This is an optimization exercise on Yosys and OpenROAD, whose aim is small area, not a production implementation. In this exercise RTL edits were held to simulation tests only and were not proved equivalent to the original. Power and IR drop assume default switching activity.

Setup of job 101:
==> module Temporizador7seg, before the edit <==
module Temporizador7seg (
    input clk,
    input reset,
    input fast_button,
    output [1:0] an,
    output [6:0] sseg,
    output reg bandera
);
    reg [4:0] BCD;
    reg [5:0] counter_seg;    
    reg fast_q;               
    reg freq;
    reg [5:0] segundero;      
    wire wrap = fast_q ? (counter_seg > 6'd10) : (counter_seg[5] & counter_seg[3] & counter_seg[0]);
    wire freq_rise = wrap & ~freq;
    wire seg59 = ~segundero[0] & ~segundero[1] & ~segundero[3] & segundero[4] & ~segundero[5];
    wire seg60 = ~segundero[0] & ~segundero[1] & ~segundero[2] & ~segundero[4] & segundero[5];
    always @(posedge clk) begin
        if (reset | wrap) counter_seg <= 6'd0;
        else counter_seg <= counter_seg + 6'd1;
        fast_q <= fast_button;
        if (reset) freq <= 1'b0;
        else freq <= freq ^ wrap;
    end
    always @(posedge clk) begin
        if (reset) begin
            segundero <= 6'd0;
            BCD <= 5'd0;
            bandera <= 1'b0;
        end else if (freq_rise) begin
            if (seg60) begin
                segundero <= 6'd0;
                BCD <= {BCD[3:0], ~BCD[4]};
            end else begin
                segundero <= {segundero[4:0], ~(segundero[5] ^ segundero[4])};
                bandera <= seg59 & BCD[4] & ~BCD[3];
            end
        end
    end
    assign an = 2'b10;
    BCDtoSSeg visualizador (.BCD(BCD), .SSeg(sseg));
endmodule
clock: 10.0 ns
lec_check: 0
cap_margin: 20
core_margin: 2
core_utilization: 65
place_density: 0.75
slew_margin: 20
standard.sh (not shown) runs the stock make flow with config.mk's settings and CLKGATE_MAP_FILE= SYNTH_SCRIPT=/design/flow/synth_recipe.tcl, a recipe that flattens the netlist after the stock synthesis.
==> flow/flow/run.sh <==
#!/bin/bash
# Own flow: the standard layout, with three changes:
#  - synthesis maps the logic with an area-oriented ABC script (flow/area.abc)
#    instead of ORFS's abc script; everything before ABC (and so every register,
#    its name and cell) is the standard synthesis;
#  - port buffers are buf_1 (every input and output still gets one);
#  - CTS builds the clock tree from clkbuf_8 and adds no dummy loads.
set -euo pipefail
work=$PWD
export MY_ABC_SCRIPT=$work/flow/area.abc
export FLOW_WORK=$work
sed -e "s#SYNTH_SCRIPT=[^ ]*#SYNTH_SCRIPT=$work/flow/synth.tcl#" standard.sh > $work/synth_std.sh
sed -e "s#\"\${@:-finish}\"#'BUFFER_PORTS_ARGS=-buffer_cell sky130_fd_sc_hd__buf_1' 'CTS_ARGS=-sink_clustering_enable -repair_clock_nets -dont_use_dummy_load -buf_list sky130_fd_sc_hd__clkbuf_8' \"\${@:-finish}\"#" standard.sh > $work/layout_std.sh
bash $work/synth_std.sh synth > $work/synth.log 2>&1
bash $work/layout_std.sh > $work/layout.log 2>&1
==> flow/flow/area.abc <==
strash
dc2
&get -n
&deepsyn -T 300
&put
strash
&get -n
&dch -f
&nf -R 1000
&put
==> flow/flow/synth.tcl <==
# synth_recipe.tcl with one change: ABC runs flow/area.abc in place of the
# script ORFS passes it. The other ABC arguments (liberty, dont_use, constraints)
# are kept.
proc abc {args} {
  set i [lsearch $args -script]
  if {$i >= 0} { set args [lreplace $args [expr {$i+1}] [expr {$i+1}] $::env(MY_ABC_SCRIPT)] }
  yosys abc {*}$args
}
source $::env(FLOW_WORK)/synth_recipe.tcl
Edits applied to the flow inputs when going from job 101 to job 102:
--- a/flow/design.v
+++ b/flow/design.v
@@ -28,7 +28,7 @@
     always @(posedge clk) begin
         if (reset | wrap) counter_seg <= 6'd0;
         else counter_seg <= counter_seg + 6'd1;
-        fast_q <= fast_button;
+        if (!wrap) fast_q <= fast_button;
         if (reset) freq <= 1'b0;
         else freq <= freq ^ wrap;
     end
--- outcome ---
From job 101 to job 102 the numbers moved as follows: via count of the first global-routing pass fell about 4.5%; sum of routed wire length over all layers fell 2.7%; combinational power fell 63%; core utilization about even; fraction of the cycle the final worst path needs rose 0.79 points.
Via count ended up 65 lower on job 102 than on job 101.
Worst setup slack was lower in the run labelled job 102.
The lower overall die height came out of job 101.
Non-clock buffer count, job 102 vs job 101: down by a few percent

[separate check: timing with driven ports]
How much do the figures lean on ideal ports? The routed layouts below were timed once more, with nothing changed but the port constraints. Step 1 (the two cells are an assumption about what drives the block):
set clk [get_ports {clk}]
set_driving_cell -lib_cell sky130_fd_sc_hd__clkbuf_16 $clk
set_driving_cell -lib_cell sky130_fd_sc_hd__buf_2 [delete_from_list [all_inputs] $clk]
Step 2, shift: input delay + t, output delay - t, t = (earliest + latest rising clock arrival at the registers) / 2. This alone moves slack from input paths to output paths. a / b / c = no drivers / after step 1 / after step 2; a / b = the first two.
run	t (ns)	slack for setup (ns)	worst data-port slew with drivers (ns)	pins driven straight from the clock port
job 101	0.383	3.420 / 3.386 / 3.769	0.03	1
job 102	0.371	3.341 / 3.303 / 3.675	0.04	1
After both steps setup and hold are still met in every run listed.
